This is an optimization exercise on Yosys and OpenROAD, whose aim is small area and a short achievable clock period, not a production implementation.
At most, simulation tests tie the RTL to the original design; equivalence was not proved.
The flow treats the clock pin as an ideal source, which a real chip does not have.
Power and IR drop assume default switching activity.

## cpu_core
module cpu_core(
	input clk, reset,
	output[15:0] mem_addr,
	output[15:0] mem_wdata,
	output mem_we,
	input[15:0] mem_rdata
	);
	localparam FETCH = 2'd0, DECODE = 2'd1, EX = 2'd2, WB = 2'd3;
	reg [1:0] ph;
	reg [15:0] instr, pc, addr_q, opa, opb, alu_q;
	reg we_q, rst_q, r15_q;
	reg [15:0] wdata_q;
	reg cout;
	reg [1:0] cg1, psr1;	 
	reg [2:0] cg2, psr2;	 
	wire fetch = ph == FETCH;
	wire dec = ph == DECODE;
	wire ex = ph == EX;
	wire wb = ph == WB;
	assign mem_addr = addr_q;	 
	assign mem_wdata = wdata_q;	 
	assign mem_we = we_q;
	wire [3:0] op = instr[15:12];
	wire [3:0] ox = instr[7:4];
	wire [3:0] rd = instr[11:8];
	wire [3:0] rs = instr[3:0];
	wire c_r = (op == 4'b0000) | (op == 4'b1000 & ox[2]);
	wire c_i = (op == 4'b0101) | (op == 4'b1001) | (op == 4'b1011) | (op == 4'b0001) |
	           (op == 4'b0010) | (op == 4'b0011) | (op == 4'b1101) | (op == 4'b1111) |
	           (op == 4'b1000 & ~ox[2]);
	wire c_l = (op == 4'b0100) & (ox == 4'b0000);
	wire c_s = (op == 4'b0100) & (ox == 4'b0100);
	wire c_j = (op == 4'b0100) & (ox != 4'b0000) & (ox != 4'b0100);
	wire c_b = (op == 4'b1100);
	wire known = c_r | c_i | c_l | c_s | c_j | c_b;
	wire c_ri = c_r | c_i;
	wire [3:0] f = c_r ? ox : op;		 
	wire f_or = f == 4'b0010, f_xor = f == 4'b0011;
	wire f_add = f == 4'b0101, f_sub = f == 4'b1001, f_cmp = f == 4'b1011;
	wire f_sll = c_r ? (ox == 4'b0100) : (op == 4'b1000);
	wire lui = ~c_r & (op == 4'b1111);
	wire f_mov = c_r ? (ox == 4'b1101) : (op == 4'b1101) | lui;
	wire d_sub = c_ri & (f_sub | f_cmp);
	wire nx_act = dec & known | ex;
	wire nx_wb = ex;
	reg is_add, is_sub, setznl, psr_en, rf_we, imm_ovf;
	reg s_l, s_j, s_sum, s_mov, s_or, s_xor, s_sll;
	always @(posedge clk) begin
		is_add <= nx_wb & (c_ri & f_add | c_b);
		is_sub <= nx_wb & d_sub;
  ...
==> flow/config.mk <==
export PLATFORM = sky130hd
export DESIGN_NAME = cpu_core
export DESIGN_NICKNAME = cpu_core
export VERILOG_FILES = /design/flow/design.v
export SDC_FILE = /design/flow/constraint.sdc
export NUM_CORES = 4
export LEC_CHECK = 0
export ABC_AREA = 1
export CAP_MARGIN = 20
export CORE_MARGIN = 2
export CORE_UTILIZATION = 55
export CTS_CLUSTER_DIAMETER = 100
export CTS_CLUSTER_SIZE = 20
export SLEW_MARGIN = 20
==> flow/constraint.sdc <==
create_clock -name core_clock -period 10.0 [get_ports {clk}]
set_input_delay 2.0000 -clock core_clock [delete_from_list [all_inputs] [get_ports {clk}]]
set_output_delay 2.0000 -clock core_clock [all_outputs]
set_load 0.01 [all_outputs]
standard.sh (not shown) runs the stock make flow with config.mk's settings and CLKGATE_MAP_FILE= SYNTH_SCRIPT=/design/flow/synth_recipe.tcl, a recipe that flattens the netlist after the stock synthesis.
==> flow/flow/run.sh <==
#!/bin/bash
set -euo pipefail
export SETUP_SLACK_MARGIN=7.25
export BUFFER_PORTS_ARGS="-buffer_cell sky130_fd_sc_hd__buf_4"
export POST_CTS_TCL="$PWD/flow/clock_root.tcl"
bash standard.sh > standard.log 2>&1
==> flow/flow/clock_root.tcl <==
# Hook run at the end of the CTS step (POST_CTS_TCL).
# 1. Clock tree synthesis puts one root buffer at the clock port, and that
#    buffer only drives the buffers of the tree's first level. Those buffers
#    are driven from the port directly instead.
# 2. Each first-level buffer drives about ten leaf buffers spread over half the
#    die; each is split in two (a copy of the same cell takes the half of the
#    leaves on one side, and each of the two sits at the centre of its leaves),
#    so the port drives four buffers. The tree stays balanced: every register's
#    clock still passes the same number of buffers of the same cell.
set block [ord::get_db_block]
set clk_net [$block findNet clk]

proc loads_of { net drv } {
  set loads {}
  foreach it [$net getITerms] {
    if { [$it getInst] != $drv } { lappend loads $it }
  }
  return $loads
}

proc centre { loads } {
  set sx 0
  set sy 0
  foreach it $loads {
    set b [[$it getInst] getBBox]
    set sx [expr { $sx + ([$b xMin] + [$b xMax]) / 2 }]
    set sy [expr { $sy + ([$b yMin] + [$b yMax]) / 2 }]
  }
  set n [llength $loads]
  return [list [expr { $sx / $n }] [expr { $sy / $n }]]
}

proc move_to { inst xy } {
  set b [$inst getBBox]
  set w [expr { [$b xMax] - [$b xMin] }]
  set h [expr { [$b yMax] - [$b yMin] }]
  $inst setLocation [expr { int([lindex $xy 0] - $w / 2) }] [expr { int([lindex $xy 1] - $h / 2) }]
  $inst setPlacementStatus PLACED
}

# 1. bypass the root buffer
set port_loads [$clk_net getITerms]
if { [llength $port_loads] == 1 } {
  set root [[lindex $port_loads 0] getInst]
  set master [[$root getMaster] getName]
  set out_net [[$root findITerm X] getNet]
  set loads [loads_of $out_net $root]
  puts "clock root $master [$root getName] drives [llength $loads] pins"
  if { [string match "sky130_fd_sc_hd__clkbuf_*" $master] && [llength $loads] <= 2 } {
    foreach it $loads {
      $it disconnect
      $it connect $clk_net
    }
    [$root findITerm A] disconnect
    [$root findITerm X] disconnect
    odb::dbInst_destroy $root
    odb::dbNet_destroy $out_net
    puts "clock root buffer removed; the port drives [llength $loads] buffers"

    # 2. split each first-level buffer in two
    set k 0
    foreach it [$clk_net getITerms] {
      set bi [$it getInst]
      set out [[$bi findITerm X] getNet]
      set leaves [loads_of $out $bi]
      set n [llength $leaves]
      if { $n < 4 } { continue }
      set pts {}
      set xs {}
      set ys {}
      foreach l $leaves {
        set b [[$l getInst] getBBox]
        set x [expr { ([$b xMin] + [$b xMax]) / 2 }]
        set y [expr { ([$b yMin] + [$b yMax]) / 2 }]
        lappend pts [list $l $x $y]
        lappend xs $x
        lappend ys $y
      }
      set xs [lsort -integer $xs]
      set ys [lsort -integer $ys]
      set axis [expr { ([lindex $xs end] - [lindex $xs 0]) >= ([lindex $ys end] - [lindex $ys 0]) ? 1 : 2 }]
      set sorted [lsort -integer -index $axis $pts]
      set half [expr { $n / 2 }]
      set keep {}
      set moved {}
      foreach p [lrange $sorted 0 [expr { $half - 1 }]] { lappend keep [lindex $p 0] }
      foreach p [lrange $sorted $half end] { lappend moved [lindex $p 0] }
      set newi [odb::dbInst_create $block [$bi getMaster] "clkbuf_split_$k"]
      set newn [odb::dbNet_create $block "clknet_split_$k"]
      $newn setSigType CLOCK
      [$newi findITerm A] connect $clk_net
      [$newi findITerm X] connect $newn
      foreach l $moved {
        $l disconnect
        $l connect $newn
      }
      move_to $newi [centre $moved]
      move_to $bi [centre $keep]
      puts "split [$bi getName]: [llength $keep] + [llength $moved] leaves"
      incr k
    }
    global_connect
    detailed_placement
    check_placement -verbose
  }
}
The starting point finished clean.
Next try:
==> flow/flow/run.sh (replaced) <==
#!/bin/bash
set -euo pipefail
export SETUP_SLACK_MARGIN=7.15
export BUFFER_PORTS_ARGS="-buffer_cell sky130_fd_sc_hd__buf_4"
export POST_CTS_TCL="$PWD/flow/clock_root.tcl"
bash standard.sh > standard.log 2>&1
CORE_UTILIZATION = 60   (was 55)
Result: The changed run produced a clean layout; cell count came out lower by 1.8%; final area decreases by 2.0%; routed wire length drops by 3.8%.
Next try:
==> flow/flow/run.sh (replaced) <==
#!/bin/bash
set -euo pipefail
export SETUP_SLACK_MARGIN=7.25
export BUFFER_PORTS_ARGS="-buffer_cell sky130_fd_sc_hd__buf_4"
export POST_CTS_TCL="$PWD/flow/clock_root.tcl"
bash standard.sh > standard.log 2>&1
--- a/flow/flow/clock_root.tcl
+++ b/flow/flow/clock_root.tcl
@@ -4,6 +4,5 @@
 #    are driven from the port directly instead.
-# 2. Each first-level buffer drives about ten leaf buffers spread over half the
-#    die; each is split in two (a copy of the same cell takes the half of the
-#    leaves on one side, and each of the two sits at the centre of its leaves),
-#    so the port drives four buffers. The tree stays balanced: every register's
+# 2. If the port then drives two buffers, each is split in two (a copy of the
+#    same cell takes the half of its leaves on one side, and each of the two
+#    sits at the centre of its leaves), so the port drives four buffers. The tree stays balanced: every register's
 #    clock still passes the same number of buffers of the same cell.
@@ -48,3 +47,3 @@
   puts "clock root $master [$root getName] drives [llength $loads] pins"
-  if { [string match "sky130_fd_sc_hd__clkbuf_*" $master] && [llength $loads] <= 2 } {
+  if { [string match "sky130_fd_sc_hd__clkbuf_*" $master] && [llength $loads] <= 4 } {
     foreach it $loads {
@@ -61,3 +60,5 @@
     set k 0
+    set nport [llength [$clk_net getITerms]]
     foreach it [$clk_net getITerms] {
+      if { $nport != 2 && $k == 0 } { break }
       set bi [$it getInst]
@@ -100,2 +101,3 @@
       incr k
+      incr nport
     }
CTS_CLUSTER_DIAMETER = 80   (was 100)
CTS_CLUSTER_SIZE = 16   (was 20)
=> Worst setup slack got worse by 5.9 ps; wire length came out higher by a few percent; combinational power came out higher by a few percent; power came out higher by a few percent.
Next try:
--- a/flow/flow/clock_root.tcl
+++ b/flow/flow/clock_root.tcl
@@ -4,5 +4,6 @@
 #    are driven from the port directly instead.
-# 2. If the port then drives two buffers, each is split in two (a copy of the
-#    same cell takes the half of its leaves on one side, and each of the two
-#    sits at the centre of its leaves), so the port drives four buffers. The tree stays balanced: every register's
+# 2. Each first-level buffer drives about ten leaf buffers spread over half the
+#    die; each is split in two (a copy of the same cell takes the half of the
+#    leaves on one side, and each of the two sits at the centre of its leaves),
+#    so the port drives four buffers. The tree stays balanced: every register's
 #    clock still passes the same number of buffers of the same cell.
@@ -47,3 +48,3 @@
   puts "clock root $master [$root getName] drives [llength $loads] pins"
-  if { [string match "sky130_fd_sc_hd__clkbuf_*" $master] && [llength $loads] <= 4 } {
+  if { [string match "sky130_fd_sc_hd__clkbuf_*" $master] && [llength $loads] <= 2 } {
     foreach it $loads {
@@ -60,5 +61,3 @@
     set k 0
-    set nport [llength [$clk_net getITerms]]
     foreach it [$clk_net getITerms] {
-      if { $nport != 2 && $k == 0 } { break }
       set bi [$it getInst]
@@ -101,3 +100,2 @@
       incr k
-      incr nport
     }
CORE_UTILIZATION = 50   (was 60)
CTS_CLUSTER_DIAMETER = 100   (was 80)
CTS_CLUSTER_SIZE = 20   (was 16)
Effect: Global-route usage drops by 5.0 points; cell count climbs by 2.3%; sequential power is about the same; total power drops by 2.0%; hold slack is better by 17 ps; register-to-register slack is better by 40 ps; core utilization drops by 11 points; wire length climbs by 4.6%.


## lane 1
Another version of the RTL of cpu_core (not shown whole).
For scale: about 2400 cells after synthesis, ~380 flip-flops, ~51 I/O pins, roughly 19000 um^2 of cells after synthesis.
export LEC_CHECK = 0
export ABC_AREA = 1
export CAP_MARGIN = 20
export CORE_MARGIN = 2
export CORE_UTILIZATION = 60
export CTS_CLUSTER_DIAMETER = 100
export CTS_CLUSTER_SIZE = 20
export SLEW_MARGIN = 20
create_clock -name core_clock -period 10.0 [get_ports {clk}]
==> flow/flow/run.sh <==
#!/bin/bash
set -euo pipefail
export SETUP_SLACK_MARGIN=7.25
export BUFFER_PORTS_ARGS="-buffer_cell sky130_fd_sc_hd__buf_4"
export POST_CTS_TCL="$PWD/flow/clock_root.tcl"
bash standard.sh > standard.log 2>&1
Other scripts of this flow, unchanged in this note and not shown: flow/flow/clock_root.tcl
Lane 1 finished every step from synthesis to the final layout, and the layout passed the timing, DRC and antenna checks.
Inputs modified between lane 1 and lane 2:
diff --git a/flow/flow/run.sh b/flow/flow/run.sh
--- a/flow/flow/run.sh
+++ b/flow/flow/run.sh
@@ -3 +3 @@
-export SETUP_SLACK_MARGIN=7.25
+export SETUP_SLACK_MARGIN=7.15
==> results.txt <==
- The via count of the first global-routing pass on lane 2 is in line with that on lane 1.
- On cell area after layout: between lane 2 and lane 1, it ends up higher for lane 1.
- Lane 2 vs. lane 1: global-route usage roughly the same, post-route worst setup slack has decreased, average detailed-routed wire length per instance about even, fmax was more or less identical, leakage power total went down about 0.9%.
- Relative to lane 1, transition time at the pin with the least slew margin has increased by 8.8 ps in lane 2.
- Between lane 1 and lane 2, the cell count went down.
- Result: PASS for each of lane 2 and lane 1
- Side by side, routed wire length turned out lower in lane 2 than in lane 1.


run A:
Another version of the RTL of cpu_core (not shown whole).
For scale: ~1700 cells after synthesis.
==> flow/design.v (excerpt) <==
module cpu_core(
	input clk, reset,
	output[15:0] mem_addr,
	output[15:0] mem_wdata,
	output mem_we,
	input[15:0] mem_rdata
	);
	localparam FETCH = 2'd0, DECODE = 2'd1, EX = 2'd2, WB = 2'd3;
	reg [1:0] ph;
	reg [15:0] instr, pc, addr_q, opa, opb, alu_q;
	reg we_q, rst_q, r15_q;
	reg [15:0] wdata_q;
	reg cout;
	reg [1:0] cg1, psr1;	 
	reg [2:0] cg2, psr2;	 
	wire fetch = ph == FETCH;
	wire dec = ph == DECODE;
	wire ex = ph == EX;
	wire wb = ph == WB;
	assign mem_addr = addr_q;	 
	assign mem_wdata = wdata_q;	 
	assign mem_we = we_q;
	wire [3:0] op = instr[15:12];
	wire [3:0] ox = instr[7:4];
	wire [3:0] rd = instr[11:8];
	wire [3:0] rs = instr[3:0];
	wire c_r = (op == 4'b0000) | (op == 4'b1000 & ox[2]);
	wire c_i = (op == 4'b0101) | (op == 4'b1001) | (op == 4'b1011) | (op == 4'b0001) |
	           (op == 4'b0010) | (op == 4'b0011) | (op == 4'b1101) | (op == 4'b1111) |
	           (op == 4'b1000 & ~ox[2]);
	wire c_l = (op == 4'b0100) & (ox == 4'b0000);
	wire c_s = (op == 4'b0100) & (ox == 4'b0100);
	wire c_j = (op == 4'b0100) & (ox != 4'b0000) & (ox != 4'b0100);
	wire c_b = (op == 4'b1100);
	wire known = c_r | c_i | c_l | c_s | c_j | c_b;
	wire c_ri = c_r | c_i;
	wire [3:0] f = c_r ? ox : op;		 
	wire f_or = f == 4'b0010, f_xor = f == 4'b0011;
	wire f_add = f == 4'b0101, f_sub = f == 4'b1001, f_cmp = f == 4'b1011;
	wire f_sll = c_r ? (ox == 4'b0100) : (op == 4'b1000);
	wire lui = ~c_r & (op == 4'b1111);
	wire f_mov = c_r ? (ox == 4'b1101) : (op == 4'b1101) | lui;
	wire d_sub = c_ri & (f_sub | f_cmp);
	wire nx_act = dec & known | ex;
	wire nx_wb = ex;
	reg is_add, is_sub, setznl, psr_en, rf_we, imm_ovf;
	reg s_l, s_j, s_sum, s_mov, s_or, s_xor, s_sll;
	always @(posedge clk) begin
		is_add <= nx_wb & (c_ri & f_add | c_b);
		is_sub <= nx_wb & d_sub;
		setznl <= nx_wb & c_ri & f_cmp;
		psr_en <= nx_wb & c_ri;
		imm_ovf <= c_i;
		rf_we <= wb & (c_ri & ~f_cmp | c_l | c_j & (ox == 4'b1000));
		s_l <= c_l;
		s_j <= c_j;
		s_sum <= nx_act & c_b | nx_wb & c_ri & (f_add | f_sub | f_cmp);
		s_mov <= c_ri & f_mov;
		s_or <= c_ri & f_or;
		s_xor <= c_ri & f_xor;
		s_sll <= c_ri & f_sll;
	end
	reg [15:0] rf [0:15];
  ...
Settings: LEC_CHECK=0, CAP_MARGIN=20, CORE_MARGIN=2, CORE_UTILIZATION=60, CTS_CLUSTER_DIAMETER=100, CTS_CLUSTER_SIZE=20, SLEW_MARGIN=20; clock period 10.0 ns.
==> flow/flow/run.sh <==
#!/bin/bash
set -euo pipefail
export SETUP_SLACK_MARGIN=7
bash standard.sh > standard.log 2>&1
[inputs] run B vs run A
Settings: ABC_AREA: unset -> 1.
Results
- Comparing run B and run A, the lower relative slew slack is on run A.
- Diff run A -> run B | half-perimeter wire length after placement | up by a few percent
- Highest achievable clock rate, run B and run A: lower on run A
- When run B is set beside run A, its worst hold slack turns out to be 35 ps larger.
Here is what was changed in the inputs of run C compared with run B.
Settings: CTS_CLUSTER_DIAMETER: 100 -> unset; CORE_UTILIZATION: 60 -> 40; ABC_AREA: 1 -> unset; CTS_CLUSTER_SIZE: 20 -> unset.
[summary]
- Run C ends up with a maximum VDD drop that is about 6% higher than in run B.
- After detailed routing, run B needs less wire than run C.
- Diff run B -> run C: design area shows an increase of about 5.6%; initial antenna violation count now sits higher.
No run of this note included a check of the RTL's function; only the layout flow was run.

-- afterwards: timing with drivers on the ports --
No port has a modelled driver above. Below, the same layouts with a new extraction and two added sets of constraints. Step 1: set_driving_cell puts a clkbuf_16 on clk and a buf_2 on each other input, an assumption about the parent block. Step 2 times the ports against the registers' clock, not the clock port: input delays grow and output delays shrink by t, the midpoint of the rising clock arrivals with the driver on. Slacks: no drivers / after step 1 / after step 2; pairs: no drivers / after step 1.
| run | shift t [ns] | slack for setup (ns) | clock arrival spread, ns |
|---|---|---|---|
| the first run of note 1 | 0.454 | 7.165 / 7.042 / 7.078 | 0.031 / 0.031 |
| the second run of note 1 | 0.447 | 7.175 / 7.069 / 7.004 | 0.026 / 0.025 |
| the third run of note 1 | 0.456 | 7.169 / 7.049 / 6.931 | 0.048 / 0.048 |
| the fourth run of note 1 | 0.455 | 7.179 / 7.066 / 6.991 | 0.054 / 0.055 |
| lane 1 | 0.436 | 7.129 / 7.022 / 7.183 | 0.038 / 0.039 |
| lane 2 | 0.437 | 7.122 / 7.014 / 6.902 | 0.039 / 0.038 |
| run A | 0.610 | 6.922 / 6.868 / 6.500 | 0.043 / 0.044 |
| run B | 0.624 | 6.947 / 6.887 / 6.559 | 0.020 / 0.020 |
| run C | 0.635 | 6.926 / 6.873 / 6.487 | 0.019 / 0.019 |
After both steps setup and hold are still met in every run listed. The setup slack of run C, which loses most, moves by -0.053 ns with the drivers and by -0.439 ns with both steps.
